This design comes from an exercise in tuning for small area on the open sky130 flow, not from production work.
Function was checked by simulation only, so behaviour that the tests miss may differ from the original.
The flow treats the clock pin as an ideal source, which a real chip does not have.
Power figures rest on the tool's default switching activity, not on a simulated workload.

==> design/flow/design.v <==
module all_modules
  (
  input TMBsig,
  input DTMBsig,
  input LAYERsig,
  input DTWHOLEsig,
  input RESET_INsig,
  input SIGM_INsig,
  input ID_INsig,
  input [1:0] XBAR_ADDRsig,
  input [5:0] AXsig,
  input [5:0] AYsig,
  input CEBsig,
  input RSTBsig,
  input WEBsig,
  input CMEBsig,
  input DINsig,
  input [63:0] CM_WLsig,
  input CD_TRANSsig,
  input [1:0] KERNEL_MODEsig,
  input [1:0] inputsig_control,
  input [11:0] inputsig_address,
  input [7:0] inputsig_id,
  input [63:0] inputsig_data_c,
  input [1:0] inputsig_xbar_address,
  input inputsig_data_w,
  input inputsig_flag,
  input [3:0] inputsig_sigmoid_threshold,
  input [1:0] inputsig_kernel_mode, 
  input inputsig_CD_trans,
  input CLK,
  input RESET,
  input [11:0] xb0_DO_CM, xb1_DO_CM, xb2_DO_CM, xb3_DO_CM,
  input xb0_DO_R, xb1_DO_R, xb2_DO_R, xb3_DO_R,
  output xb0_DIN, xb1_DIN, xb2_DIN, xb3_DIN,
  output [5:0] xb0_AX, xb1_AX, xb2_AX, xb3_AX,
  output [5:0] xb0_AY, xb1_AY, xb2_AY, xb3_AY,
  output xb0_WEB, xb1_WEB, xb2_WEB, xb3_WEB,
  output xb0_CMEB, xb1_CMEB, xb2_CMEB, xb3_CMEB,
  output [63:0] xb0_WL_CM, xb1_WL_CM, xb2_WL_CM, xb3_WL_CM,
  output xb0_CEB, xb1_CEB, xb2_CEB, xb3_CEB,
  output xb0_RSTB, xb1_RSTB, xb2_RSTB, xb3_RSTB,
  output reg [11:0] DO_CMpo,
  output reg DO_Rpo,
  output [7:0] output_id_2,
  output [63:0] output_data_c_2,
  output [1:0] output_control_2,
  output [11:0] output_address_2,
  output [1:0] output_xbar_address_2,
  output output_data_w_2,
  output output_data_r_2,
  output output_flag_2, 
  output [3:0] output_sigmoid_threshold_2
);
  localparam [1:0] COMPUTE = 2'b10, WRITE = 2'b01, READ = 2'b11, SLEEP = 2'b00;
  localparam [1:0] ENABLE = 2'b01, DISABLE = 2'b10;
  wire crst = RESET & ~DTMBsig;         
  wire rst  = RESET_INsig | crst;
  reg [6:0] cc;
  always @(negedge CLK)
    if (rst) cc <= 7'd0;
    else     cc <= {cc[5:0], cc[6] ^ cc[5] ^ (cc[5:0] == 6'd0)};
  wire cc0 = (cc == 7'd0);
  wire cc3 = (cc == 7'd4);
  wire cc126 = (cc == 7'd96);
  wire cc127 = (cc == 7'd64);
  reg [1:0] ic;
  always @(negedge CLK)
    if (rst) ic <= 2'd0;
    else     ic <= {ic[0], ~(ic[1] | ic[0])};
  wire ic0 = ~(ic[1] | ic[0]);
  wire ic1 = ic[0];
  wire ic2 = ic[1];
  reg [6:0] kc;
  reg kif, kff;
  wire [1:0] kms = DTMBsig ? KERNEL_MODEsig : inputsig_kernel_mode;
  always @(negedge CLK)
    if (rst) kc <= 7'd0;
    else if (kms == 2'b11) kc <= 7'd1;
    else if ((kms == 2'b00 && kc == 7'd3) || (kms == 2'b01 && kc == 7'd11) ||
             (kms == 2'b10 && kc == 7'd64)) kc <= 7'd0;
    else kc <= {kc[5:0], kc[6] ^ kc[5] ^ (kc[5:0] == 6'd0)};
  always @(negedge CLK)
    if (rst) begin kif <= 1'b0; kff <= 1'b0; end
    else begin kif <= (kc == 7'd0); kff <= (kc != 7'd0); end
  reg [1:0]  i1_ctl;  reg [11:0] i1_addr; reg i1_w;
  reg [1:0]  i1_xb;   reg [3:0]  i1_sig;  reg i1_flag; reg [7:0] i1_id;
  reg        i1_cd;   reg [1:0]  i1_km;
  wire i1_tst = DTMBsig & ~RESET_INsig;
  wire i1_cpu = ~DTMBsig & ~RESET_INsig & ~RESET;
  wire [32:0] i1_tstv = {WEBsig, CMEBsig, AXsig, AYsig, DINsig, XBAR_ADDRsig, {4{SIGM_INsig}}, 1'b1,
                         7'b0, ID_INsig, CD_TRANSsig, KERNEL_MODEsig};
  wire [32:0] i1_cpuv = {inputsig_control, inputsig_address, inputsig_data_w, inputsig_xbar_address,
                         inputsig_sigmoid_threshold, inputsig_flag, inputsig_id, inputsig_CD_trans,
                         inputsig_kernel_mode};
  always @(negedge CLK)
    if (RESET_INsig | cc0)
      {i1_ctl, i1_addr, i1_w, i1_xb, i1_sig, i1_flag, i1_id, i1_cd, i1_km} <=
        (i1_tstv & {33{i1_tst}}) | (i1_cpuv & {33{i1_cpu}});
  reg [63:0] i1_datn;
  always @(negedge CLK)
    if (RESET_INsig | cc0)
      i1_datn <= ~((CM_WLsig & {64{i1_tst}}) | (inputsig_data_c & {64{i1_cpu}}));
  reg f1_fbf, f1_ifk, f1_ffk;
  reg [63:0] f1_Bn;    
  reg [3:0]  f1_brow;
  wire       a1_pflag;
  wire [63:0] a1_Pn;
  wire [3:0] a1_prow;
  always @(negedge CLK)
    if (rst) begin f1_fbf <= 1'b0; f1_ifk <= 1'b0; f1_ffk <= 1'b0; end
    else begin f1_fbf <= a1_pflag; f1_ifk <= kif; f1_ffk <= kff; end
  always @(negedge CLK) begin f1_Bn <= a1_Pn; f1_brow <= a1_prow; end
  wire FB1 = i1_cd ? f1_ffk : f1_fbf;
  wire IN1 = i1_cd ? f1_ifk : i1_flag;
  reg f1_ccb, f1_pw, f1_nw;
  reg [7:0] f1_nid;
  reg [1:0] f1_pen, f1_nen, f1_nctl, f1_pctl, f1_xctl;
  reg [3:0] f1_nrow;
  reg f1_tz, f1_teq;
  always @(negedge CLK)
    if (RESET_INsig) begin
      f1_ccb <= 1'b0; f1_pw <= 1'b0; f1_nw <= 1'b0; f1_nid <= 8'd0; f1_pen <= DISABLE; f1_nen <= DISABLE;
      f1_nctl <= SLEEP; f1_nrow <= 4'd0; f1_pctl <= READ; f1_xctl <= READ;
    end else if (TMBsig) begin
      f1_ccb <= 1'b0; f1_nid <= 8'd0; f1_nctl <= SLEEP; f1_nrow <= 4'd0;
      if (XBAR_ADDRsig == 2'b00) begin
        f1_pw <= DINsig; f1_pen <= {CEBsig, RSTBsig}; f1_pctl <= {WEBsig, CMEBsig};
        f1_nw <= 1'b0;   f1_nen <= DISABLE;           f1_xctl <= READ;
      end else if (XBAR_ADDRsig == 2'b01) begin
        f1_pw <= 1'b0;   f1_pen <= DISABLE;           f1_pctl <= READ;
        f1_nw <= DINsig; f1_nen <= {CEBsig, RSTBsig}; f1_xctl <= {WEBsig, CMEBsig};
      end else begin
        f1_pw <= 1'b0;   f1_pen <= DISABLE;           f1_pctl <= READ;
        f1_nw <= 1'b0;   f1_nen <= DISABLE;           f1_xctl <= READ;
      end
    end else if (crst) begin
      f1_ccb <= 1'b0; f1_pw <= 1'b0; f1_nw <= 1'b0; f1_nid <= 8'd0; f1_pen <= DISABLE; f1_nen <= DISABLE;
      f1_nctl <= SLEEP; f1_nrow <= 4'd0; f1_pctl <= READ; f1_xctl <= READ;
    end else begin
      f1_pw <= i1_w; f1_nw <= i1_w;
      if (!FB1) begin
        f1_nrow <= 4'd0;
        if (IN1) begin
          f1_nctl <= i1_ctl;
          case (i1_ctl)
            COMPUTE:
              if (f1_nid != i1_id && !f1_ccb) begin
                f1_ccb <= 1'b1; f1_pen <= DISABLE; f1_nen <= DISABLE; f1_pctl <= READ; f1_xctl <= READ;
              end else if (f1_nid != i1_id) begin
                f1_ccb <= 1'b0; f1_nid <= i1_id; f1_pen <= ENABLE; f1_nen <= ENABLE;
                f1_pctl <= COMPUTE; f1_xctl <= COMPUTE;
              end else
                f1_ccb <= 1'b0;
            READ: begin
              f1_nid <= i1_id; f1_pctl <= READ; f1_xctl <= READ;
              f1_pen <= (i1_xb == 2'b00) ? ENABLE : DISABLE;
              f1_nen <= (i1_xb == 2'b01) ? ENABLE : DISABLE;
            end
            WRITE: begin
              f1_nid <= i1_id;
              f1_pctl <= (i1_xb == 2'b00) ? WRITE : READ;
              f1_xctl <= (i1_xb == 2'b01) ? WRITE : READ;
              f1_pen <= (i1_xb == 2'b00) ? ENABLE : DISABLE;
              f1_nen <= (i1_xb == 2'b01) ? ENABLE : DISABLE;
            end
            default: begin
              f1_pctl <= READ; f1_xctl <= READ; f1_pen <= DISABLE; f1_nen <= DISABLE;
            end
          endcase
        end else begin
          f1_nctl <= SLEEP; f1_pen <= DISABLE; f1_nen <= DISABLE; f1_pctl <= READ; f1_xctl <= READ;
        end
      end else begin
        f1_nctl <= COMPUTE; f1_pctl <= COMPUTE; f1_xctl <= COMPUTE;
        if (f1_ccb) begin
          f1_pen <= ENABLE; f1_nen <= ENABLE; f1_nrow <= f1_brow; f1_ccb <= 1'b0;
        end else if (f1_nrow != f1_brow) begin
          f1_pen <= DISABLE; f1_nen <= DISABLE; f1_ccb <= 1'b1;
        end else begin
          f1_pen <= ENABLE; f1_nen <= ENABLE; f1_ccb <= 1'b0;
        end
      end
    end
  wire [63:0] f1_m = ~((f1_Bn & {64{FB1}}) | (i1_datn & {64{~FB1}}));
  wire f1_nz = RESET_INsig | TMBsig | crst;
  always @(negedge CLK) begin
    f1_tz <= f1_nz;
    f1_teq <= ~f1_nz & (FB1 | IN1);
  end
  reg [63:0] f1_Dn;    
  reg f1_dzp, f1_dzn;
  always @(negedge CLK) f1_Dn <= ~((CM_WLsig & {64{TMBsig}}) | (f1_m & {64{~TMBsig}}));
  always @(negedge CLK)
    if (RESET_INsig) begin f1_dzp <= 1'b1; f1_dzn <= 1'b1; end
    else if (TMBsig) begin f1_dzp <= (XBAR_ADDRsig != 2'b00); f1_dzn <= (XBAR_ADDRsig != 2'b01); end
    else begin f1_dzp <= crst; f1_dzn <= crst; end
  reg [7:0] f1_Ah;    
  reg [3:0] f1_Am;    
  reg f1_zhp, f1_zhn, f1_zmp, f1_zmn;
  always @(negedge CLK)
    if (RESET_INsig) begin
      f1_zhp <= 1'b1; f1_zhn <= 1'b1; f1_zmp <= 1'b1; f1_zmn <= 1'b1;
    end else if (TMBsig) begin
      {f1_Ah[7:2], f1_Am, f1_Ah[1:0]} <= {AXsig, AYsig};
      f1_zhp <= (XBAR_ADDRsig != 2'b00); f1_zmp <= (XBAR_ADDRsig != 2'b00);
      f1_zhn <= (XBAR_ADDRsig != 2'b01); f1_zmn <= (XBAR_ADDRsig != 2'b01);
    end else if (crst) begin
      f1_zhp <= 1'b1; f1_zhn <= 1'b1; f1_zmp <= 1'b1; f1_zmn <= 1'b1;
    end else if (FB1) begin
      f1_Am <= f1_brow; f1_zmp <= 1'b0; f1_zmn <= 1'b0;
    end else if (!IN1 || i1_ctl == READ || i1_ctl == WRITE) begin
      {f1_Ah[7:2], f1_Am, f1_Ah[1:0]} <= i1_addr;
      f1_zhp <= 1'b0; f1_zhn <= 1'b0; f1_zmp <= 1'b0; f1_zmn <= 1'b0;
    end else if (i1_ctl == COMPUTE) begin
      f1_zmp <= 1'b1; f1_zmn <= 1'b1;
    end
  wire [11:0] f1_paddr = {f1_Ah[7:2] & {6{~f1_zhp}}, f1_Am & {4{~f1_zmp}}, f1_Ah[1:0] & {2{~f1_zhp}}};
  wire [11:0] f1_naddr = {f1_Ah[7:2] & {6{~f1_zhn}}, f1_Am & {4{~f1_zmn}}, f1_Ah[1:0] & {2{~f1_zhn}}};
  reg [1:0] f1_nxb; reg [3:0] f1_nsig; reg f1_ncd; reg [1:0] f1_nkm;
  always @(negedge CLK)
    if (rst | IN1)
      {f1_nxb, f1_nsig, f1_ncd, f1_nkm} <= {i1_xb, i1_sig, i1_cd, i1_km} & {9{~rst}};
  reg [11:0] x1_ad; reg x1_w; reg x1_late;
  wire cc_late = cc126 | cc127;
  always @(negedge CLK)
    if (rst | cc0) x1_late <= 1'b0;
    else if (cc_late & IN1) x1_late <= 1'b1;
  always @(negedge CLK)
    if (rst | (IN1 & ~cc_late) | (cc0 & x1_late))
      {x1_ad, x1_w} <= {i1_addr, i1_w} & {13{~rst}};
  function sigm;
    input [2:0] p, n;
    input [3:0] t;
    reg [3:0] s;
    begin
      s = {1'b0, p} - {1'b0, n};
      case ({s[3], t[3]})
        2'b00: sigm = (s[2:0] >= t[2:0]);
        2'b01: sigm = 1'b1;
        2'b11: sigm = (s[2:0] < t[2:0]);
        default: sigm = 1'b0;
      endcase
    end
  endfunction
  reg [1:0] a1_fctl; reg [63:0] a1_Fn; reg [1:0] a1_fxb; reg [3:0] a1_frow;
  reg a1_sr; reg [7:0] a1_fid; reg a1_fcd; reg [1:0] a1_fkm;
  always @(negedge CLK)
    if (rst) begin a1_fctl <= SLEEP; a1_fxb <= 2'd0; a1_fid <= 8'd0; end
    else begin a1_fctl <= f1_nctl; a1_fxb <= f1_nxb; a1_fid <= f1_nid; end
  always @(negedge CLK) begin
    a1_frow <= f1_nrow; a1_fcd <= f1_ncd; a1_fkm <= f1_nkm;
    a1_sr <= (f1_nxb == 2'b00) ? xb0_DO_R : xb1_DO_R;
  end
  always @(negedge CLK)
    if (f1_tz | f1_teq) a1_Fn <= f1_Dn | {64{f1_tz}};
  reg [3:0] a1_q0p, a1_q0n, a1_q2p, a1_q2n;
  wire [3:0] a1_R;
  genvar g;
  generate for (g = 0; g < 4; g = g + 1) begin : a1_col
    assign a1_R[g] = sigm({a1_q2p[g], xb0_DO_CM[g], a1_q0p[g]}, {a1_q2n[g], xb1_DO_CM[g], a1_q0n[g]}, f1_nsig);
  end endgenerate
  always @(negedge CLK) begin
    a1_q0p <= ic1 ? a1_R : xb0_DO_CM[3:0];
    a1_q0n <= xb1_DO_CM[3:0];
  end
  always @(negedge CLK)
    if (rst) begin a1_q2p <= 4'd0; a1_q2n <= 4'd0; end
    else if (ic2) begin a1_q2p <= xb0_DO_CM[3:0]; a1_q2n <= xb1_DO_CM[3:0]; end
  wire [3:0] a1_res = a1_q0p;     
  reg [3:0] a1_nowrow, a1_prow_r; reg a1_pflag_r, a1_oflag;
  reg [7:0] a1_oid;
  wire a1_done = (a1_oid == a1_fid) && (a1_frow == 4'd0) && a1_oflag;
  wire a1_new  = ((a1_frow != a1_nowrow) && (a1_nowrow != 4'hF)) || (a1_oid != a1_fid);
  always @(negedge CLK)
    if (rst) begin
      a1_nowrow <= 4'd0; a1_pflag_r <= 1'b0; a1_prow_r <= 4'd0; a1_oflag <= 1'b0;
    end else if (a1_fctl == COMPUTE) begin
      if (a1_done) begin
        a1_nowrow <= 4'd0; a1_pflag_r <= 1'b0; a1_prow_r <= 4'd0; a1_oflag <= 1'b1;
      end else if (a1_new) begin
        a1_nowrow <= a1_frow; a1_prow_r <= a1_frow; a1_pflag_r <= 1'b1; a1_oflag <= 1'b0;
      end else if (ic0) begin
        a1_nowrow <= a1_frow; a1_prow_r <= a1_frow; a1_pflag_r <= 1'b1; a1_oflag <= 1'b0;
      end else if (ic2) begin
        a1_nowrow <= a1_frow;
        if (a1_frow == 4'hF) begin a1_oflag <= 1'b1; a1_pflag_r <= 1'b0; a1_prow_r <= 4'd0; end
        else begin a1_oflag <= 1'b0; a1_pflag_r <= 1'b1; a1_prow_r <= a1_frow + 4'd1; end
      end
    end else begin
      a1_pflag_r <= 1'b0; a1_prow_r <= 4'd0;
      if (a1_fctl == READ || a1_fctl == WRITE) a1_oflag <= 1'b1;
    end
  assign a1_pflag = a1_pflag_r;
  assign a1_prow  = a1_prow_r;
  function integer dbs6;
    input integer k;
    integer i, st, fb;
    begin
      st = 0;
      for (i = 0; i < k; i = i + 1) begin
        fb = ((st >> 5) ^ (st >> 4)) & 1;
        if ((st & 31) == 0) fb = fb ^ 1;
        st = ((st << 1) | fb) & 63;
      end
      dbs6 = st;
    end
  endfunction
  reg [255:0] a1_rf;
  reg [5:0] a1_rfi;
  always @(negedge CLK)
    if (rst) a1_rfi <= 6'd0;
    else if (ic2) a1_rfi <= {a1_rfi[4:0], a1_rfi[5] ^ a1_rfi[4] ^ (a1_rfi[4:0] == 5'd0)};
  genvar e;
  generate for (e = 0; e < 64; e = e + 1) begin : a1_rfe
    always @(negedge CLK)
      if (rst || (ic2 && a1_rfi == dbs6(e))) a1_rf[4*e+3:4*e] <= a1_res & {4{~rst}};
  end endgenerate
  wire a1_oc1 = a1_fcd & ~rst;
  wire a1_oc2 = ~a1_fcd & ~rst;
  wire [67:0]  a1_p32 = a1_rf[67:0] | a1_rf[99:32];
  wire [79:0]  a1_q64 = a1_rf[79:0] | a1_rf[143:64];
  wire [63:0]  a1_r64 = a1_rf[191:128] | a1_rf[255:192];
  wire a1_k0 = a1_oc1 & (a1_fkm == 2'b00);
  wire a1_k1 = a1_oc1 & (a1_fkm == 2'b01);
  wire a1_k2 = a1_oc1 & a1_fkm[1];
  wire [63:0]  a1_pool = ({64{a1_k0}} & (a1_p32[63:0] | a1_p32[67:4])) |
                         ({64{a1_k1}} & (a1_q64[63:0] | a1_q64[79:16])) |
                         ({64{a1_k2}} & (a1_q64[63:0] | a1_r64));
  reg [1:0] a1_octl; reg [1:0] a1_oxb; reg a1_or;
  reg [63:0] a1_O, a1_Pr;   
  wire a1_wr = (a1_fctl == COMPUTE) && !a1_done && a1_new && ic2;
  always @(negedge CLK)
    if (rst) begin
      a1_oid <= 8'd0; a1_octl <= SLEEP; a1_oxb <= 2'd0; a1_or <= 1'b0;
    end else begin
      a1_oid <= a1_fid; a1_octl <= a1_fctl; a1_oxb <= a1_fxb;
      if (a1_fctl == READ && !a1_fxb[1]) a1_or <= a1_sr;
    end
  generate for (e = 0; e < 16; e = e + 1) begin : a1_og
    wire en = rst | (a1_wr & (a1_fcd ? (a1_fkm != 2'b11) : (a1_frow == e)));
    always @(negedge CLK)
      if (en) a1_O[4*e+3:4*e] <= a1_pool[4*e+3:4*e] | (a1_res & {4{a1_oc2}});
  end endgenerate
  always @(negedge CLK) a1_Pr <= a1_Fn;
  assign a1_Pn = a1_Pr;
  reg [3:0] s_sig;
  always @(negedge CLK)
    if (rst | cc126) s_sig <= f1_nsig & {4{~rst}};
  reg [1:0]  i2_ctl;  reg [11:0] i2_addr; reg i2_w; reg i2_r;
  reg [1:0]  i2_xb;   reg [3:0]  i2_sig;  reg i2_flag; reg [7:0] i2_id;
  wire i2_tst = DTMBsig & ~DTWHOLEsig & LAYERsig & ~rst;
  wire i2_lay = ~(DTMBsig & ~DTWHOLEsig & LAYERsig) & ~rst;
  wire [29:0] i2_tstv = {WEBsig, CMEBsig, AXsig, AYsig, DINsig, XBAR_ADDRsig, {4{SIGM_INsig}}, 1'b1,
                         7'b0, ID_INsig};
  wire [29:0] i2_layv = {a1_octl, x1_ad, x1_w, a1_oxb, s_sig, a1_oflag, a1_oid};
  always @(negedge CLK)
    if (rst | cc0)
      {i2_ctl, i2_addr, i2_w, i2_xb, i2_sig, i2_flag, i2_id} <=
        (i2_tstv & {30{i2_tst}}) | (i2_layv & {30{i2_lay}});
  always @(negedge CLK)
    if (rst | (cc0 & ~(DTMBsig & ~DTWHOLEsig & LAYERsig))) i2_r <= a1_or & ~rst;
  reg [63:0] i2_datn;
  always @(negedge CLK)
    if (rst | cc0)
      i2_datn <= ~((CM_WLsig & {64{i2_tst}}) | (a1_O & {64{i2_lay}}));
  reg f2_fbf;
  reg [63:0] f2_Bn;
  reg [3:0]  f2_brow;
  wire       a2_pflag;
  wire [63:0] a2_Pn;
  wire [3:0] a2_prow;
  always @(negedge CLK)
    if (rst) f2_fbf <= 1'b0;
    else f2_fbf <= a2_pflag;
  always @(negedge CLK) begin f2_Bn <= a2_Pn; f2_brow <= a2_prow; end
  wire FB2 = f2_fbf;
  wire IN2 = i2_flag;
  reg f2_ccb, f2_pw, f2_nw;
  reg [7:0] f2_nid;
  reg [1:0] f2_pen, f2_nen, f2_nctl, f2_pctl, f2_xctl;
  reg [3:0] f2_nrow;
  always @(negedge CLK)
    if (RESET_INsig) begin
      f2_ccb <= 1'b0; f2_pw <= 1'b0; f2_nw <= 1'b0; f2_nid <= 8'd0; f2_pen <= DISABLE; f2_nen <= DISABLE;
      f2_nctl <= SLEEP; f2_nrow <= 4'd0; f2_pctl <= READ; f2_xctl <= READ;
    end else if (TMBsig) begin
      f2_ccb <= 1'b0; f2_nid <= 8'd0; f2_nctl <= SLEEP; f2_nrow <= 4'd0;
      if (XBAR_ADDRsig == 2'b10) begin
        f2_pw <= DINsig; f2_pen <= {CEBsig, RSTBsig}; f2_pctl <= {WEBsig, CMEBsig};
        f2_nw <= 1'b0;   f2_nen <= DISABLE;           f2_xctl <= READ;
      end else if (XBAR_ADDRsig == 2'b11) begin
        f2_pw <= 1'b0;   f2_pen <= DISABLE;           f2_pctl <= READ;
        f2_nw <= DINsig; f2_nen <= {CEBsig, RSTBsig}; f2_xctl <= {WEBsig, CMEBsig};
      end else begin
        f2_pw <= 1'b0;   f2_pen <= DISABLE;           f2_pctl <= READ;
        f2_nw <= 1'b0;   f2_nen <= DISABLE;           f2_xctl <= READ;
      end
    end else if (crst) begin
      f2_ccb <= 1'b0; f2_pw <= 1'b0; f2_nw <= 1'b0; f2_nid <= 8'd0; f2_pen <= DISABLE; f2_nen <= DISABLE;
      f2_nctl <= SLEEP; f2_nrow <= 4'd0; f2_pctl <= READ; f2_xctl <= READ;
    end else begin
      f2_pw <= i2_w; f2_nw <= i2_w;
      if (!FB2) begin
        f2_nrow <= 4'd0;
        if (IN2) begin
          f2_nctl <= i2_ctl;
          case (i2_ctl)
            COMPUTE:
              if (f2_nid != i2_id && !f2_ccb) begin
                f2_ccb <= 1'b1; f2_pen <= DISABLE; f2_nen <= DISABLE; f2_pctl <= READ; f2_xctl <= READ;
              end else if (f2_nid != i2_id) begin
                f2_ccb <= 1'b0; f2_nid <= i2_id; f2_pen <= ENABLE; f2_nen <= ENABLE;
                f2_pctl <= COMPUTE; f2_xctl <= COMPUTE;
              end else
                f2_ccb <= 1'b0;
            READ: begin
              f2_nid <= i2_id; f2_pctl <= READ; f2_xctl <= READ;
              f2_pen <= (i2_xb == 2'b10) ? ENABLE : DISABLE;
              f2_nen <= (i2_xb == 2'b11) ? ENABLE : DISABLE;
            end
            WRITE: begin
              f2_nid <= i2_id;
              f2_pctl <= (i2_xb == 2'b10) ? WRITE : READ;
              f2_xctl <= (i2_xb == 2'b11) ? WRITE : READ;
              f2_pen <= (i2_xb == 2'b10) ? ENABLE : DISABLE;
              f2_nen <= (i2_xb == 2'b11) ? ENABLE : DISABLE;
            end
            default: begin
              f2_pctl <= READ; f2_xctl <= READ; f2_pen <= DISABLE; f2_nen <= DISABLE;
            end
          endcase
        end else begin
          f2_nctl <= SLEEP; f2_pen <= DISABLE; f2_nen <= DISABLE; f2_pctl <= READ; f2_xctl <= READ;
        end
      end else begin
        f2_nctl <= COMPUTE; f2_pctl <= COMPUTE; f2_xctl <= COMPUTE;
        if (f2_ccb) begin
          f2_pen <= ENABLE; f2_nen <= ENABLE; f2_nrow <= f2_brow; f2_ccb <= 1'b0;
        end else if (f2_nrow != f2_brow) begin
          f2_pen <= DISABLE; f2_nen <= DISABLE; f2_ccb <= 1'b1;
        end else begin
          f2_pen <= ENABLE; f2_nen <= ENABLE; f2_ccb <= 1'b0;
        end
      end
    end
  wire [63:0] f2_m = ~((f2_Bn & {64{FB2}}) | (i2_datn & {64{~FB2}}));
  reg [63:0] f2_Dn;    
  reg f2_dzp, f2_dzn;
  always @(negedge CLK) f2_Dn <= ~((CM_WLsig & {64{TMBsig}}) | (f2_m & {64{~TMBsig}}));
  always @(negedge CLK)
    if (RESET_INsig) begin f2_dzp <= 1'b1; f2_dzn <= 1'b1; end
    else if (TMBsig) begin f2_dzp <= (XBAR_ADDRsig != 2'b10); f2_dzn <= (XBAR_ADDRsig != 2'b11); end
    else begin f2_dzp <= crst; f2_dzn <= crst; end
  reg [7:0] f2_Ah;
  reg [3:0] f2_Am;
  reg f2_zhp, f2_zhn, f2_zmp, f2_zmn;
  always @(negedge CLK)
    if (RESET_INsig) begin
      f2_zhp <= 1'b1; f2_zhn <= 1'b1; f2_zmp <= 1'b1; f2_zmn <= 1'b1;
    end else if (TMBsig) begin
      {f2_Ah[7:2], f2_Am, f2_Ah[1:0]} <= {AXsig, AYsig};
      f2_zhp <= (XBAR_ADDRsig != 2'b10); f2_zmp <= (XBAR_ADDRsig != 2'b10);
      f2_zhn <= (XBAR_ADDRsig != 2'b11); f2_zmn <= (XBAR_ADDRsig != 2'b11);
    end else if (crst) begin
      f2_zhp <= 1'b1; f2_zhn <= 1'b1; f2_zmp <= 1'b1; f2_zmn <= 1'b1;
    end else if (FB2) begin
      f2_Am <= f2_brow; f2_zmp <= 1'b0; f2_zmn <= 1'b0;
    end else if (!IN2 || i2_ctl == READ || i2_ctl == WRITE) begin
      {f2_Ah[7:2], f2_Am, f2_Ah[1:0]} <= i2_addr;
      f2_zhp <= 1'b0; f2_zhn <= 1'b0; f2_zmp <= 1'b0; f2_zmn <= 1'b0;
    end else if (i2_ctl == COMPUTE) begin
      f2_zmp <= 1'b1; f2_zmn <= 1'b1;
    end
  wire [11:0] f2_paddr = {f2_Ah[7:2] & {6{~f2_zhp}}, f2_Am & {4{~f2_zmp}}, f2_Ah[1:0] & {2{~f2_zhp}}};
  wire [11:0] f2_naddr = {f2_Ah[7:2] & {6{~f2_zhn}}, f2_Am & {4{~f2_zmn}}, f2_Ah[1:0] & {2{~f2_zhn}}};
  reg [1:0] f2_nxb; reg [3:0] f2_nsig; reg f2_ndr;
  always @(negedge CLK)
    if (rst | IN2)
      {f2_nxb, f2_nsig, f2_ndr} <= {i2_xb, i2_sig, i2_r} & {7{~rst}};
  reg [1:0] a2_fctl; reg [63:0] a2_Fn; reg [3:0] a2_frow;
  reg a2_sr; reg [7:0] a2_fid;
  always @(negedge CLK)
    if (rst) begin
      a2_fctl <= SLEEP; a2_fid <= 8'd0;
    end else begin
      a2_fctl <= f2_nctl; a2_fid <= f2_nid;
    end
  reg [11:0] a2_oad; reg a2_ow; reg [1:0] a2_oxb; reg [3:0] a2_osig;
  always @(negedge CLK)
    if (rst | (cc3 & IN2))
      {a2_oad, a2_ow, a2_oxb, a2_osig} <= {i2_addr, i2_w, i2_xb, i2_sig} & {19{~rst}};
  always @(negedge CLK) begin
    a2_Fn <= f2_Dn; a2_frow <= f2_nrow;
    a2_sr <= (f2_nxb == 2'b10) ? xb2_DO_R : (f2_nxb == 2'b11) ? xb3_DO_R : f2_ndr;
  end
  reg [3:0] a2_q0p, a2_q0n, a2_q2p, a2_q2n;
  wire [3:0] a2_R;
  generate for (g = 0; g < 4; g = g + 1) begin : a2_col
    assign a2_R[g] = sigm({a2_q2p[g], xb2_DO_CM[g], a2_q0p[g]}, {a2_q2n[g], xb3_DO_CM[g], a2_q0n[g]}, f2_nsig);
  end endgenerate
  always @(negedge CLK) begin
    a2_q0p <= ic1 ? a2_R : xb2_DO_CM[3:0];
    a2_q0n <= xb3_DO_CM[3:0];
  end
  always @(negedge CLK)
    if (rst) begin a2_q2p <= 4'd0; a2_q2n <= 4'd0; end
    else if (ic2) begin a2_q2p <= xb2_DO_CM[3:0]; a2_q2n <= xb3_DO_CM[3:0]; end
  wire [3:0] a2_res = a2_q0p;
  reg [3:0] a2_nowrow, a2_prow_r; reg a2_pflag_r, a2_oflag;
  reg [7:0] a2_oid;
  wire a2_done = (a2_oid == a2_fid) && (a2_frow == 4'd0) && a2_oflag;
  wire a2_new  = ((a2_frow != a2_nowrow) && (a2_nowrow != 4'hF)) || (a2_oid != a2_fid);
  always @(negedge CLK)
    if (rst) begin
      a2_nowrow <= 4'd0; a2_pflag_r <= 1'b0; a2_prow_r <= 4'd0; a2_oflag <= 1'b0;
    end else if (a2_fctl == COMPUTE) begin
      if (a2_done) begin
        a2_nowrow <= 4'd0; a2_pflag_r <= 1'b0; a2_prow_r <= 4'd0; a2_oflag <= 1'b1;
      end else if (a2_new) begin
        a2_nowrow <= a2_frow; a2_prow_r <= a2_frow; a2_pflag_r <= 1'b1; a2_oflag <= 1'b0;
      end else if (ic0) begin
        a2_nowrow <= a2_frow; a2_prow_r <= a2_frow; a2_pflag_r <= 1'b1; a2_oflag <= 1'b0;
      end else if (ic2) begin
        a2_nowrow <= a2_frow;
        if (a2_frow == 4'hF) begin a2_oflag <= 1'b1; a2_pflag_r <= 1'b0; a2_prow_r <= 4'd0; end
        else begin a2_oflag <= 1'b0; a2_pflag_r <= 1'b1; a2_prow_r <= a2_frow + 4'd1; end
      end
    end else begin
      a2_pflag_r <= 1'b0; a2_prow_r <= 4'd0;
      if (a2_fctl == READ || a2_fctl == WRITE) a2_oflag <= 1'b1;
    end
  assign a2_pflag = a2_pflag_r;
  assign a2_prow  = a2_prow_r;
  reg [1:0] a2_octl; reg a2_or;
  reg [63:0] a2_O, a2_Pr;
  wire a2_wr = (a2_fctl == COMPUTE) && !a2_done && a2_new && ic2;
  always @(negedge CLK)
    if (rst) begin
      a2_oid <= 8'd0; a2_octl <= SLEEP; a2_or <= 1'b0;
    end else begin
      a2_oid <= a2_fid; a2_octl <= a2_fctl;
      if (a2_fctl == READ) a2_or <= a2_sr;
    end
  generate for (e = 0; e < 16; e = e + 1) begin : a2_og
    always @(negedge CLK)
      if (rst | (a2_wr & (a2_frow == e))) a2_O[4*e+3:4*e] <= a2_res & {4{~rst}};
  end endgenerate
  always @(negedge CLK) a2_Pr <= a2_Fn;
  assign a2_Pn = a2_Pr;
  always @(negedge CLK)
    if (TMBsig) begin
      case (XBAR_ADDRsig)
        2'b00: begin DO_Rpo <= xb0_DO_R; DO_CMpo <= xb0_DO_CM; end
        2'b01: begin DO_Rpo <= xb1_DO_R; DO_CMpo <= xb1_DO_CM; end
        2'b10: begin DO_Rpo <= xb2_DO_R; DO_CMpo <= xb2_DO_CM; end
        default: begin DO_Rpo <= xb3_DO_R; DO_CMpo <= xb3_DO_CM; end
      endcase
    end else if (DTMBsig) begin
      if (!LAYERsig && !DTWHOLEsig) begin
        DO_Rpo <= a1_or; DO_CMpo <= {a1_oid[0], a1_O[10:0]};
      end else begin
        DO_Rpo <= a2_or; DO_CMpo <= {a2_oid[0], a2_O[10:0]};
      end
    end
  assign xb0_DIN = f1_pw;            assign xb1_DIN = f1_nw;
  assign xb0_AX = f1_paddr[11:6];    assign xb1_AX = f1_naddr[11:6];
  assign xb0_AY = f1_paddr[5:0];     assign xb1_AY = f1_naddr[5:0];
  assign xb0_WEB = f1_pctl[1];       assign xb1_WEB = f1_xctl[1];
  assign xb0_CMEB = f1_pctl[0];      assign xb1_CMEB = f1_xctl[0];
  assign xb0_WL_CM = ~(f1_Dn | {64{f1_dzp}});
  assign xb1_WL_CM = ~(f1_Dn | {64{f1_dzn}});
  assign xb0_CEB = f1_pen[1];        assign xb1_CEB = f1_nen[1];
  assign xb0_RSTB = f1_pen[0];       assign xb1_RSTB = f1_nen[0];
  assign xb2_DIN = f2_pw;            assign xb3_DIN = f2_nw;
  assign xb2_AX = f2_paddr[11:6];    assign xb3_AX = f2_naddr[11:6];
  assign xb2_AY = f2_paddr[5:0];     assign xb3_AY = f2_naddr[5:0];
  assign xb2_WEB = f2_pctl[1];       assign xb3_WEB = f2_xctl[1];
  assign xb2_CMEB = f2_pctl[0];      assign xb3_CMEB = f2_xctl[0];
  assign xb2_WL_CM = ~(f2_Dn | {64{f2_dzp}});
  assign xb3_WL_CM = ~(f2_Dn | {64{f2_dzn}});
  assign xb2_CEB = f2_pen[1];        assign xb3_CEB = f2_nen[1];
  assign xb2_RSTB = f2_pen[0];       assign xb3_RSTB = f2_nen[0];
  assign output_id_2 = a2_oid;
  assign output_data_c_2 = a2_O;
  assign output_control_2 = a2_octl;
  assign output_address_2 = a2_oad;
  assign output_xbar_address_2 = a2_oxb;
  assign output_data_w_2 = a2_ow;
  assign output_data_r_2 = a2_or;
  assign output_flag_2 = a2_oflag;
  assign output_sigmoid_threshold_2 = a2_osig;
endmodule
==> design/flow/flow/run.sh <==
#!/bin/bash
# Layout flow: the standard flow (standard.sh), with two changes:
#  - the clock inverter that synthesis puts in front of the (falling-edge) registers is not
#    cloned next to every register; CTS buffers the inverted clock net instead
#  - ports are buffered with sky130_fd_sc_hd__buf_1
set -euo pipefail
HERE=$(pwd)
export PRE_CTS_TCL="$HERE/flow/pre_cts.tcl"
export BUFFER_PORTS_ARGS="${BUFFER_PORTS_ARGS_OVERRIDE:--buffer_cell sky130_fd_sc_hd__buf_1}"
export CTS_ARGS="-sink_clustering_enable -repair_clock_nets -sink_clustering_size 18 -sink_clustering_max_diameter 50 -buf_list sky130_fd_sc_hd__clkbuf_8 -dont_use_dummy_load"
bash standard.sh > "$HERE/standard_flow.log" 2>&1
==> design/flow/flow/pre_cts.tcl <==
# Keep the single clock inverter: CTS then builds the tree on the inverted clock net.
proc repair_clock_inverters {args} {
  puts "repair_clock_inverters: skipped by the version's flow"
}
==> design/flow/standard.sh <==
#!/bin/bash
# synth_recipe.tcl (not shown) runs the flow's synth.tcl, then flattens the netlist and writes it again
# the make line also repeats each setting of config.mk as NAME=value (left out here)
make -C /OpenROAD-flow-scripts/flow DESIGN_CONFIG=/design/flow/config.mk WORK_HOME=/design/flow/orfs CLKGATE_MAP_FILE= SYNTH_SCRIPT=/design/flow/synth_recipe.tcl "${@:-finish}"
==> design/flow/config.mk <==
export PLATFORM = sky130hd
export DESIGN_NAME = all_modules
export DESIGN_NICKNAME = all_modules
export VERILOG_FILES = /design/flow/design.v
export SDC_FILE = /design/flow/constraint.sdc
export NUM_CORES = 4
export LEC_CHECK = 0
export CAP_MARGIN = 20
export CORE_MARGIN = 2
export CORE_UTILIZATION = 65
export PLACE_DENSITY = 0.75
export SLEW_MARGIN = 20
==> design/flow/constraint.sdc <==
create_clock -name core_clock -period 10.0 [get_ports {CLK}]
set_input_delay 2.0000 -clock core_clock [delete_from_list [all_inputs] [get_ports {CLK}]]
set_output_delay 2.0000 -clock core_clock [all_outputs]
set_load 0.01 [all_outputs]
==> results of run 1 <==
-- power groups by stage --
stage | combinational [mW] | sequential, mW | clock (mW)
2_1_floorplan | 0.604 | 6.81 | 0.829
3_3_place_gp | 0.975 | 7.03 | 0.829
3_5_place_dp | 0.995 | 7.03 | 0.829
4_1_cts | 1.00 | 6.90 | 2.80
5_1_grt | 1.10 | 6.95 | 3.00
6_report | 1.02 | 6.93 | 2.79
-- metrics by stage --
step	util, %	power (mW)	std cells
after global placement	70.0	8.83	5668
after global routing	72.1	11.1	5795
after floorplan	-	8.24	4131
final	72.1	10.7	5798
after detailed placement	70.0	8.85	5668
after CTS	72.1	10.7	5787
-- cell families (layout without fill, tap and decap cells) --
kind of cell	Yosys count	count (layout)	share of synthesized area, %
DFF	1389	1389	68.2
and+or+nand+nor	1306	1306	12.8
AOI/OAI and AO/OA	892	892	11.6
buffers and inverters	323	929	2.47
muxes	87	87	2.02
adders and majority gates	76	76	1.97
xor gates and xnor gates	58	58	0.988
other	0	11	0
-- synthesized netlist by cell type (5+ instances only) --
cell type / count
ha_1: 68
edfxtp_1: 729
fa_1: 8
and4_1: 5
or2_2: 70
or4_1: 65
nor4_1: 5
nand2_1: 257
inv_1: 79
dfxtp_1: 660
nor2b_1: 148
a31oi_1: 20
o22ai_1: 5
xor2_1: 25
nand4_1: 15
buf_2: 41
and2_1: 109
a21oi_1: 257
a31o_2: 12
clkbuf_1: 167
nor2_1: 391
o41ai_1: 128
a22o_1: 39
mux4_2: 13
mux2i_1: 70
nand3b_1: 21
nor3_1: 24
a21o_1: 12
a22oi_1: 132
a211oi_1: 73
and3_1: 72
buf_1: 34
nand2b_1: 15
xnor2_1: 33
o21ai_0: 158
nand3_1: 94
-- worst max-delay path: stages, from the launching register on --
cell and delay, ns:
dfxtp_2 1.03, nor2_1 0.41, buf_1 0.23
-- metal layers --
| metal | part of all wire (%) | vias to the layer above | global-route usage [%] |
|---|---|---|---|
| met2 | 45 | 2326 | 57.4 |
| met5 | 0.042 | - | 0 |
| met3 | 12 | 440 | 9.73 |
| met1 | 39 | 18178 | 53.5 |
| li1 | - | 16222 | - |
| met4 | 4.9 | 12 | 17.1 |
-- layout make-up --
type	instances	area [sq um]	area share, %
Tap cell	1050	1310	2.32
Antenna cell	11	27.5	0.0485
Multi-Input combinational cell	2419	15200	26.9
Clock buffer	119	1640	2.89
Inverter	80	300	0.530
Timing Repair Buffer	730	3080	5.43
Sequential cell	1389	35100	61.9
-- final timing paths --
path / to / cells past startpoint / start / slack [ns]
worst max-delay path: xb3_WL_CM[58] / 2 / f2_dzn / 0.14
worst min register to register: a2_Pr[43] / 0 / a2_Fn[43] / 0.30
worst max register to register: a1_O[50] / 5 / a1_frow[2] / 6.70
worst min-delay path: a2_Pr[43] / 0 / a2_Fn[43] / 0.30
-- state kept, by name (all words and copies together), names as in the netlist, 12 cells and up --
name     cells
a1_rf      256
a1_Fn       64
a1_O        64
a1_Pr       64
a2_Fn       64
a2_O        64
a2_Pr       64
f1_Bn       64
f1_Dn       64
f2_Bn       64
f2_Dn       64
i1_datn     64
i2_datn     64
DO_CMpo     12
a2_oad      12
i1_addr     12
i2_addr     12
x1_ad       12
==> flow_metrics.tcl, run 1 <==
set metrics [dict create \
    insertion_delay_ns 1.19 \
    slew_headroom_pct 23.9 \
    routed-via-count 37178 \
    worstPathArrival_ns 7.86 \
    port_buffers 675 \
    initial_core_util_pct 65.4 \
    setup_slack_ns 0.139 \
    vdd.ir_drop.worst_mv 0.160 \
    synth-seq-area-share_pct 68.2 \
    crit_required_ns 8.00 \
    drc 0 \
    via_per_inst 6.41 \
    p_switching_mw 2.82 \
    grt_antenna_before_repair 18 \
    firstDrtPassIters 6 \
    cts.sinks 1389 \
    post_dp_cell_area_sq_mm 0.0550 \
    yosysWarnings 1 \
    die_x_um 285 \
    antenna_left 0 \
    intPower_mw 7.91 \
    synth_top_area_share_pct 42.6 \
    postCtsResizedCells 0 \
    dpl_worst_slack_ns 0.685 \
    globalRouteOverflowTotal 0 \
    power_density_mw_per_mm2 189 \
    areaGrowthSynthToFinish_pct 10.3 \
    pwr-share-comb_pct 9.5 \
    final_cell_mix "729 x edfxtp_1, 672 x buf_1, 653 x dfxtp_1, 382 x nor2_1, 256 x a21oi_1" \
    cp-start-kind "flop" \
    maxSlewViolCount 0 \
    synth_ff_type "edfxtp_1" \
    holdBufCountCts 0 \
    hold_viol 0 \
    status "no timing/DRC/antenna violations" \
    cts_tree "yes" \
    path_clk_slew_ns 0.10 \
    grt_usage_pct 38.4 \
    netlist_top_cells_area "edfxtp_1 43%, dfxtp_1 26%, nor2_1 2.9%" \
    synth_area_sq_mm 0.0514 \
    worst_pin_slew_ns 1.14 \
    wirelength_um 159000 \
    synth-edff-count 729 \
    coreArea_sq_mm 0.0786 \
    crit_type "reg2out" \
    wl_per_cell_um 27.4 \
    place.gp.congestion 1.02 \
    p_sw_share_pct 26.3 \
    dr.first_iter.drc_count 4926 \
    io_pins 676 \
    fin_area_sq_mm 0.0567 \
    cts_post_setup_buffers_inserted 0 \
    cap_violations 0 \
    grt_max_degree 188 \
    cts_buffers 119 \
    grt_pass1_wl_um 229000 \
    timing.hold.ws_ns 0.296 \
    dp_hpwl_um 112000 \
    synth_area_leader_cell "edfxtp_1" \
    nets 5059 \
    setup_viol 0 \
    ys_types 76 \
    die_h_um 285 \
    rsz0062_at_grt "no" \
    cp-end-kind "output pin" \
    mostFrequentLayoutCell "edfxtp_1" \
    power.share.clock_pct 26.0 \
    grt_pass1_vias 34348 \
    finalSetupTns_ns 0 \
    drive_above_1_share_pct 6.73 \
    n_fill_cell 5543 \
    ys_seq_elements 1389 \
    power_frac_seq_pct 64.5 \
    async_flop_share_pct 0 \
    crit_fanout 49 \
    finClkSkew_ns 0.0730 \
    syn_inst 4131 \
    hold_path_class "reg2reg" \
    p_leak_nw 20.3 \
    syn_nets 4451 \
    syn_avg_cell_area_sq_um 12.5 \
    die-area_sq_mm 0.0814 \
    rows 103 \
]
==> run 2: changes to the inputs <==
--- a/design/flow/design.v
+++ b/design/flow/design.v
@@ -306,7 +306,8 @@
       dbs6 = st;
     end
   endfunction
-  reg [255:0] a1_rf;
+  reg [255:0] a1_rfn;    
+  wire [255:0] a1_rf = ~a1_rfn;
   reg [5:0] a1_rfi;
   always @(negedge CLK)
     if (rst) a1_rfi <= 6'd0;
@@ -314,7 +315,7 @@
   genvar e;
   generate for (e = 0; e < 64; e = e + 1) begin : a1_rfe
     always @(negedge CLK)
-      if (rst || (ic2 && a1_rfi == dbs6(e))) a1_rf[4*e+3:4*e] <= a1_res & {4{~rst}};
+      if (rst || (ic2 && a1_rfi == dbs6(e))) a1_rfn[4*e+3:4*e] <= ~a1_res | {4{rst}};
   end endgenerate
   wire a1_oc1 = a1_fcd & ~rst;
   wire a1_oc2 = ~a1_fcd & ~rst;
==> run 2 against run 1 <==
Against the previous run: non-clock buffer count grew 4; clock power down 3%; cell count increased by 0.62%; combinational power grew 5%; core utilization is 0.53 points higher; sequential share of layout area is 0.36 points higher; via count is 1.1% lower; die area down 0.75%; sequential power down 2%; total power shrank 1.5%; global-route usage is 0.55 points lower.
==> flow_metrics.tcl, run 2 <==
set metrics [dict create \
    synth-edff-count 729 \
    grt_usage_pct 37.8 \
    globalRouteOverflowTotal 0 \
    worst_pin_slew_ns 1.26 \
    grt_util_met3_pct 7.81 \
    synthTopCellsByCount "729 x edfxtp_1, 660 x dfxtp_1, 403 x nor2_1" \
    largest-register "a1_rfn" \
    grt_antenna_before_repair 12 \
    yosysWarnings 1 \
    finClkSkew_ns 0.0712 \
    post_dp_cell_area_sq_mm 0.0548 \
    dp_hpwl_um 112000 \
    cts_tree "yes" \
    whs_endpoint "a2_Pr[54]" \
    rsz0062_at_grt "no" \
    slew_headroom_pct 15.8 \
    routed-via-count 36760 \
    wirelength_um 156000 \
    finalSetupTns_ns 0 \
    top_usage_layer "met2" \
    place.gp.congestion 1.01 \
    dr.first_iter.drc_count 4585 \
    cp-start-kind "flop" \
    power_density_mw_per_mm2 188 \
    synth-seq-area-share_pct 68.8 \
    drive_above_1_share_pct 6.21 \
    netlist_top_cells_area "edfxtp_1 43%, dfxtp_1 26%, nor2_1 3.0%" \
    die_h_um 284 \
    cp-end-kind "output pin" \
    cts_buffers 113 \
    place_inst 5711 \
    grt_pass1_wl_um 225000 \
    antenna_left 0 \
    synth_area_sq_mm 0.0510 \
    postCtsResizedCells 0 \
    hold_path_class "reg2reg" \
    cts.sinks 1389 \
    wl_per_cell_um 26.7 \
    fin_area_sq_mm 0.0564 \
    worstPathArrival_ns 7.85 \
    n_fill_cell 5377 \
    firstDrtPassIters 7 \
    cap_violations 0 \
    largest_register_ffs 256 \
    holdBufCountCts 0 \
    r2r-start "i1_cd" \
    path_clk_slew_ns 0.10 \
    mostFrequentLayoutCell "edfxtp_1" \
    drc 0 \
    io_pins 676 \
    r2r-end "f1_nen[1]" \
    initial_core_util_pct 65.8 \
    hold_start "a2_Fn[54]" \
    globalRouteMet1Util_pct 53.7 \
    synth_area_leader_cell "edfxtp_1" \
    areaGrowthSynthToFinish_pct 10.5 \
    insertion_delay_ns 1.09 \
    ys_seq_elements 1389 \
    grt_pass1_vias 33989 \
    rows 102 \
    reg2reg_depth 7 \
    synth_top_area_share_pct 42.9 \
    p_leak_nw 20.5 \
    status "no timing/DRC/antenna violations" \
    final_cell_mix "729 x edfxtp_1, 672 x buf_1, 653 x dfxtp_1, 398 x nor2_1, 386 x nand2_1" \
    synth_ff_type "edfxtp_1" \
    syn_avg_cell_area_sq_um 12.2 \
    die_x_um 284 \
    p_total_mw 10.6 \
    via_per_inst 6.30 \
    synth_most_common_cell "edfxtp_1" \
    async_flop_share_pct 0 \
    fin_cells 5834 \
    setup_viol 0 \
    port_buffers 675 \
    ys_types 67 \
    vdd.ir_drop.worst_mv 0.157 \
    hold_viol 0 \
    crit_required_ns 8.00 \
    cts_post_setup_buffers_inserted 0 \
    grt_max_degree 155 \
    die-area_sq_mm 0.0808 \
    crit_type "reg2out" \
    hold_depth 0 \
    syn_inst 4174 \
    syn_nets 4494 \
    coreArea_sq_mm 0.0776 \
    met2_usage_pct 57.2 \
    nets 5106 \
    maxSlewViolCount 0 \
    crit_fanout 35 \
    r2r_setup_slack_ns 6.92 \
]
## run 2: changes by cell type in the layout (fill, tap and decap cells not counted), sizes merged, moves of 13 or more
cell	before	now
a21oi	259	232
nor2b	148	132
a221oi	2	68
a21o	12	32
nand3	95	47
xnor2	33	13
o21ai	161	190
xor2	25	45
o41ai	129	3
nor2	391	404
nand3b	21	2
nand4	15	152
nand2	257	387
or4	65	3
## run 2: metrics by stage
| stage | util [%] | hold WS [ns] | setup slack [ns] |
|---|---|---|---|
| floorplan | - | 0.310 | 0.664 |
| global placement | 70.6 | 0.310 | 0.644 |
| detailed placement | 70.6 | 0.312 | 0.569 |
| CTS | 72.6 | 0.301 | 0.135 |
| global route | 72.6 | 0.305 | 0.0947 |
| finish | 72.7 | 0.302 | 0.153 |
## run 2: kinds of logic (layout without fill, tap and decap cells)
| group | count (synthesis) | in the layout | synth area share (%) |
|---|---|---|---|
| simple gates | 1424 | 1424 | 13.5 |
| flops | 1389 | 1389 | 68.8 |
| compound gates | 817 | 817 | 10.4 |
| buf+inv | 321 | 931 | 2.38 |
| mux | 89 | 89 | 2.07 |
| fa+ha+maj | 76 | 76 | 1.98 |
| xor+xnor | 58 | 58 | 0.995 |
| other cells | 0 | 10 | 0 |
## run 2: critical path, cell delays in order (launching register included)
cell and delay (ns):
dfxtp_2 1.03, buf_4 0.46, nor2_1 0.09, buf_1 0.17
## run 2: final cells by class
| type | instances | area (sq um) | area share, % |
|---|---|---|---|
| inverter | 84 | 315 | 0.559 |
| tap | 1040 | 1300 | 2.31 |
| timing repair buffer | 734 | 3200 | 5.67 |
| clock buffer | 113 | 1560 | 2.76 |
| multi-input combinational | 2464 | 14900 | 26.4 |
| antenna | 10 | 25.0 | 0.0444 |
| sequential | 1389 | 35100 | 62.3 |
## run 2: where the power goes
part / internal [mW] / leakage [nW] / switching, mW
registers: 6.48 / 12.3 / 0.330
logic: 0.351 / 7.38 / 0.716
clock network: 1.00 / 0.818 / 1.69
total: 7.84 / 20.5 / 2.74
## run 2: routing by layer
metal  up-vias  wire [um]
li1      16187          -
met1     17810      61700
met2      2341      69800
met3       410      16800
met4        12       7170
met5         -        237
## run 2: how the worst max path moves through the flow
stage	from	endpoint	depth (start not counted)
final	f2_dzn	xb3_WL_CM[36]	3
after global routing	f2_dzn	xb3_WL_CM[54]	3
after CTS	f2_dzn	xb3_WL_CM[36]	3
after detailed placement	DTMBsig	a1_O[50]	7
after global placement	DTMBsig	a1_O[38]	7
after floorplan	RESET	i2_addr[0]	5
==> run 3: changes to the inputs <==
--- a/design/flow/config.mk
+++ b/design/flow/config.mk
@@ -7,6 +7,6 @@
 export LEC_CHECK = 0
 export CAP_MARGIN = 20
 export CORE_MARGIN = 2
-export CORE_UTILIZATION = 65
-export PLACE_DENSITY = 0.75
+export CORE_UTILIZATION = 58
+export PLACE_DENSITY = 0.7
 export SLEW_MARGIN = 20
==> run 3 against run 2 <==
Against the previous run: combinational power is essentially flat; routed wire length down 0.70%; first-iteration DRC count rose by 6.1%; via count down 0.81%; cell count rose by 2.2%; global-route usage down 4.3 points; non-clock buffer count is 6 higher; critical path depth did not move; critical path type unchanged.
==> flow_metrics.tcl, run 3 <==
set metrics [dict create \
    status "no timing/DRC/antenna violations" \
    synth_most_common_cell "edfxtp_1" \
    firstDrtPassIters 7 \
    rsz0062_at_grt "no" \
    crit_required_ns 8.00 \
    cp-start-kind "flop" \
    slew_headroom_pct 25.8 \
    synth_area_leader_cell "edfxtp_1" \
    antenna_left 0 \
    synth-seq-area-share_pct 68.8 \
    worst_pin_slew_ns 1.11 \
    wirelength_um 155000 \
    insertion_delay_ns 1.09 \
    die_x_um 301 \
    synth_top_area_share_pct 42.9 \
    initial_core_util_pct 58.7 \
    coreArea_sq_mm 0.0870 \
    io_pins 676 \
    whs_endpoint "f2_Bn[38]" \
    r2r-start "a1_frow[1]" \
    r2r_setup_slack_ns 6.86 \
    crit_type "reg2out" \
    hold_depth 0 \
    die-area_sq_mm 0.0904 \
    hold_viol 0 \
    netlist_top_cells_area "edfxtp_1 43%, dfxtp_1 26%, nor2_1 3.0%" \
    timing.hold.ws_ns 0.251 \
    areaGrowthSynthToFinish_pct 11.0 \
    setup_viol 0 \
    grt_max_degree 133 \
    cts_buffers 118 \
    multiInputGateArea_sq_mm 0.0149 \
    via_per_inst 6.12 \
    grt_pass1_wl_um 224000 \
    cp-end-kind "output pin" \
    drc 0 \
    cts_tree "yes" \
    mostFrequentLayoutCell "edfxtp_1" \
    synth-edff-count 729 \
    fin_area_sq_mm 0.0566 \
    rows 108 \
    die_h_um 301 \
    vdd.ir_drop.worst_mv 0.120 \
    place_inst 5832 \
    syn_nets 4494 \
    globalRouteOverflowTotal 0 \
    n_fill_cell 6744 \
    finClkSkew_ns 0.0832 \
    routed-via-count 36464 \
    regArea_sq_mm 0.0351 \
    fin_cells 5962 \
    p_total_mw 10.7 \
    wl_per_cell_um 25.9 \
    reg2reg_depth 6 \
    grt_usage_pct 33.6 \
    place.gp.congestion 0.985 \
    largest_register_ffs 256 \
    hold_path_class "reg2reg" \
    holdBufCountCts 0 \
    cts_post_setup_buffers_inserted 0 \
    async_flop_share_pct 0 \
    grt_pass1_vias 33845 \
    syn_avg_cell_area_sq_um 12.2 \
    crit_fanout 37 \
    r2r-end "a1_O[1]" \
    finalSetupTns_ns 0 \
    ys_types 67 \
    synthTopCellsByCount "729 x edfxtp_1, 660 x dfxtp_1, 403 x nor2_1" \
    cap_violations 0 \
    path_clk_slew_ns 0.10 \
    dp_hpwl_um 110000 \
    port_buffers 675 \
    synth_ff_type "edfxtp_1" \
    yosysWarnings 1 \
    hold_start "a2_Pr[38]" \
    grt_antenna_before_repair 21 \
    synth_area_sq_mm 0.0510 \
    dpl_worst_slack_ns 0.799 \
    power_density_mw_per_mm2 188 \
    setup_slack_ns 0.263 \
    post_dp_cell_area_sq_mm 0.0550 \
    drive_above_1_share_pct 6.34 \
    worstPathArrival_ns 7.74 \
    dr.first_iter.drc_count 4863 \
    largest-register "a1_rfn" \
    p_leak_nw 20.6 \
    syn_inst 4174 \
    ys_seq_elements 1389 \
    nets 5117 \
    postCtsResizedCells 0 \
    final_cell_mix "729 x edfxtp_1, 671 x buf_1, 653 x dfxtp_1, 403 x nor2_1, 386 x nand2_1" \
    maxSlewViolCount 0 \
    cts.sinks 1389 \
    postLayoutCoreUtil_pct 65.1 \
]
-- run 3: layout make-up --
cell class,instances,share of cell area [%]
Inverter,84,0.557
Sequential cell,1389,62.0
Timing Repair Buffer,740,5.75
Multi-Input combinational cell,2464,26.2
Clock buffer,118,2.87
Tap cell,1155,2.55
Antenna cell,12,0.0530
-- run 3: worst max path at each step --
stage          startpoint       endpoint  cells after the start
3_5_place_dp      DTMBsig       a1_O[28]                      9
3_3_place_gp      DTMBsig      f1_nen[1]                      8
6_report           f2_dzp  xb2_WL_CM[43]                      3
2_1_floorplan       RESET     i2_addr[0]                      5
4_1_cts            f2_dzp  xb2_WL_CM[56]                      2
5_1_grt            f2_dzp  xb2_WL_CM[37]                      3
-- run 3: kinds of logic (layout without fill, tap and decap cells) --
family                   Yosys count  in the layout  synth area share (%)
XOR/XNOR                          58             58                 0.995
multiplexers                      89             89                  2.07
AO/OA/AOI/OAI                    817            817                  10.4
flip-flops                      1389           1389                  68.8
other                              0             12                     0
AND/OR/NAND/NOR                 1424           1424                  13.5
buffers and inverters            321            942                  2.38
adder cells (fa/ha/maj)           76             76                  1.98
-- run 3: critical path, stage by stage, from the launching register on --
cell	delay, ns
dfxtp_2	0.99
buf_4	0.39
nor2_1	0.06
buf_1	0.15
-- run 3: report_power, final --
group          switching, mW  internal, mW
clock network           1.73          1.05
logic                  0.710         0.351
registers              0.329          6.48
total                   2.77          7.88
-- run 3: per-layer routing --
layer  track usage (%)  wire [um]  up-vias
li1                  -          -    16209
met1              47.3      61600    17644
met2              50.3      68900     2195
met3              8.15      17300      392
met4              13.7       6610       24
met5                 0        158        -
==> run 4: changes to the inputs <==
--- a/design/flow/flow/run.sh
+++ b/design/flow/flow/run.sh
@@ -7,5 +7,5 @@
 HERE=$(pwd)
 export PRE_CTS_TCL="$HERE/flow/pre_cts.tcl"
 export BUFFER_PORTS_ARGS="${BUFFER_PORTS_ARGS_OVERRIDE:--buffer_cell sky130_fd_sc_hd__buf_1}"
-export CTS_ARGS="-sink_clustering_enable -repair_clock_nets -sink_clustering_size 18 -sink_clustering_max_diameter 50 -buf_list sky130_fd_sc_hd__clkbuf_8 -dont_use_dummy_load"
+export CTS_ARGS="-sink_clustering_enable -repair_clock_nets -sink_clustering_size 18 -sink_clustering_max_diameter 56 -buf_list sky130_fd_sc_hd__clkbuf_8 -dont_use_dummy_load"
 bash standard.sh > "$HERE/standard_flow.log" 2>&1
--- a/design/flow/config.mk
+++ b/design/flow/config.mk
@@ -7,6 +7,6 @@
 export LEC_CHECK = 0
 export CAP_MARGIN = 20
 export CORE_MARGIN = 2
-export CORE_UTILIZATION = 58
-export PLACE_DENSITY = 0.7
+export CORE_UTILIZATION = 68
+export PLACE_DENSITY = 0.78
 export SLEW_MARGIN = 20
==> run 4 against run 3 <==
Against the previous run: critical path depth is the same; hold slack improved by 0.065 ns; clock skew decreased by 0.010 ns; setup slack got worse by 0.10 ns; non-clock buffer count down 3; clock power shrank 9.4%; routed wire length is 0.18% lower; cell area fell by 1.1%; combinational power about the same; sequential power hardly changed; still clean.
==> flow_metrics.tcl, run 4 <==
set metrics [dict create \
    slew_headroom_pct 26.0 \
    synth_most_common_cell "edfxtp_1" \
    ys_types 67 \
    synth_ff_type "edfxtp_1" \
    coreArea_sq_mm 0.0743 \
    crit_type "reg2out" \
    die-area_sq_mm 0.0773 \
    cap_violations 0 \
    intPower_mw 7.70 \
    power.share.clock_pct 24.2 \
    synth_area_sq_mm 0.0510 \
    wl_per_cell_um 26.9 \
    largest-register "a1_rfn" \
    cp-end-kind "output pin" \
    slowest_stage "dfxtp_2" \
    cts_post_setup_buffers_inserted 0 \
    dp_hpwl_um 112000 \
    pwr-share-comb_pct 10.4 \
    insertion_delay_ns 1.10 \
    grt_max_degree 177 \
    drive_above_1_share_pct 5.85 \
    io_pins 676 \
    firstDrtPassIters 6 \
    dr.first_iter.drc_count 5329 \
    syn_avg_cell_area_sq_um 12.2 \
    grt_pass1_vias 34069 \
    rows 100 \
    yosysWarnings 1 \
    syn_nets 4494 \
    crit_fanout 33 \
    antenna_left 0 \
    port_buffers 675 \
    power_frac_seq_pct 65.4 \
    path_clk_slew_ns 0.10 \
    initial_core_util_pct 68.7 \
    p_sw_share_pct 26.0 \
    p_switching_mw 2.71 \
    synth_top_area_share_pct 42.9 \
    drc 0 \
    die_h_um 278 \
    crit_buf_inv 2 \
    globalRouteOverflowTotal 0 \
    final_cell_mix "729 x edfxtp_1, 672 x buf_1, 653 x dfxtp_1, 401 x nor2_1, 386 x nand2_1" \
    cpPeakStageDelay_ns 0.81 \
    synthTopCellsByCount "729 x edfxtp_1, 660 x dfxtp_1, 403 x nor2_1" \
    syn_inst 4174 \
    hold_path_class "reg2reg" \
    rsz0062_at_grt "no" \
    async_flop_share_pct 0 \
    p_leak_nw 20.4 \
    netlist_top_cells_area "edfxtp_1 43%, dfxtp_1 26%, nor2_1 3.0%" \
    n_fill_cell 5016 \
    postLayoutCoreUtil_pct 75.4 \
    die_x_um 278 \
    cts_tree "yes" \
    crit_required_ns 8.00 \
    nets 5092 \
    cts.sinks 1389 \
    wirelength_um 154000 \
    cp-start-kind "flop" \
    via_per_inst 6.42 \
    setup_viol 0 \
    power_density_mw_per_mm2 186 \
    vdd.ir_drop.worst_mv 0.144 \
    grt_usage_pct 39.3 \
    finClkSkew_ns 0.0729 \
    place.gp.congestion 0.994 \
    ys_seq_elements 1389 \
    synth_area_leader_cell "edfxtp_1" \
    largest_register_ffs 256 \
    areaGrowthSynthToFinish_pct 9.76 \
    holdBufCountCts 0 \
    worstPathArrival_ns 7.84 \
    status "no timing/DRC/antenna violations" \
    crit_chain "buf_4 > nor2_1 > buf_1" \
    postCtsResizedCells 0 \
    synth-edff-count 729 \
    grt_pass1_wl_um 224000 \
    cpLargestDelayFamily "flip-flops" \
    cts_buffers 96 \
    mostFrequentLayoutCell "edfxtp_1" \
    worst_pin_slew_ns 1.11 \
    maxSlewViolCount 0 \
    routed-via-count 36866 \
    hold_viol 0 \
    finalSetupTns_ns 0 \
    synth-seq-area-share_pct 68.8 \
    grt_antenna_before_repair 12 \
]
run 4: layout make-up:
| class | instances | area (sq um) | share of cell area (%) |
|---|---|---|---|
| antenna | 2 | 5.00 | 0.00893 |
| clock buffer | 96 | 1320 | 2.36 |
| inverter | 84 | 315 | 0.563 |
| multi-input combinational | 2464 | 14900 | 26.5 |
| sequential | 1389 | 35100 | 62.7 |
| tap | 969 | 1210 | 2.16 |
| timing repair buffer | 737 | 3190 | 5.70 |
run 4: power groups by stage:
| stage | clock (mW) | sequential [mW] | combinational, mW |
|---|---|---|---|
| floorplan | 0.829 | 6.76 | 0.618 |
| global placement | 0.829 | 6.91 | 1.03 |
| detailed placement | 0.829 | 6.92 | 1.05 |
| CTS | 2.53 | 6.79 | 1.06 |
| global route | 2.71 | 6.83 | 1.16 |
| finish | 2.52 | 6.80 | 1.08 |
run 4: through the flow:
step | instances | setup slack (ns) | power (mW) | hold slack, ns | area (sq um)
2_1_floorplan | 4174 | 0.664 | 8.21 | 0.310 | 51100
3_3_place_gp | 5643 | 0.795 | 8.77 | 0.310 | 54700
3_5_place_dp | 5643 | 0.761 | 8.80 | 0.312 | 54700
4_1_cts | 5739 | 0.128 | 10.4 | 0.311 | 56000
5_1_grt | 5739 | 0.0576 | 10.7 | 0.316 | 56000
6_report | 5741 | 0.159 | 10.4 | 0.316 | 56000
run 4: cell families after synthesis:
group	Yosys count	share of synthesized area, %
compound gates	817	10.4
xor+xnor	58	0.995
fa+ha+maj	76	1.98
buf+inv	321	2.38
flops	1389	68.8
mux	89	2.07
simple gates	1424	13.5
run 4: final timing paths:
check | startpoint | slack (ns) | cells past startpoint | end
setup reg to reg | i1_cd | 6.96 | 7 | f1_pen[1]
hold / removal | a2_Pr[16] | 0.32 | 0 | f2_Bn[16]
setup / recovery | f2_dzn | 0.16 | 3 | xb3_WL_CM[19]
hold reg to reg | a2_Pr[16] | 0.32 | 0 | f2_Bn[16]
run 4: worst register-to-register path, delay by kind of cell, from the launching register on:
kind            cells  cell delay [ns]
compound gates      3             0.60
buf+inv             1             0.41
simple gates        2             0.92
mux                 1             0.39
flops               1             0.59
run 4: layer usage:
layer	vias up	wire length [um]	global-route usage, %
met5	-	114	0
met4	18	6810	15.1
met3	401	18200	9.36
met2	2431	70400	60.4
met1	17869	58800	55.0
li1	16147	-	-
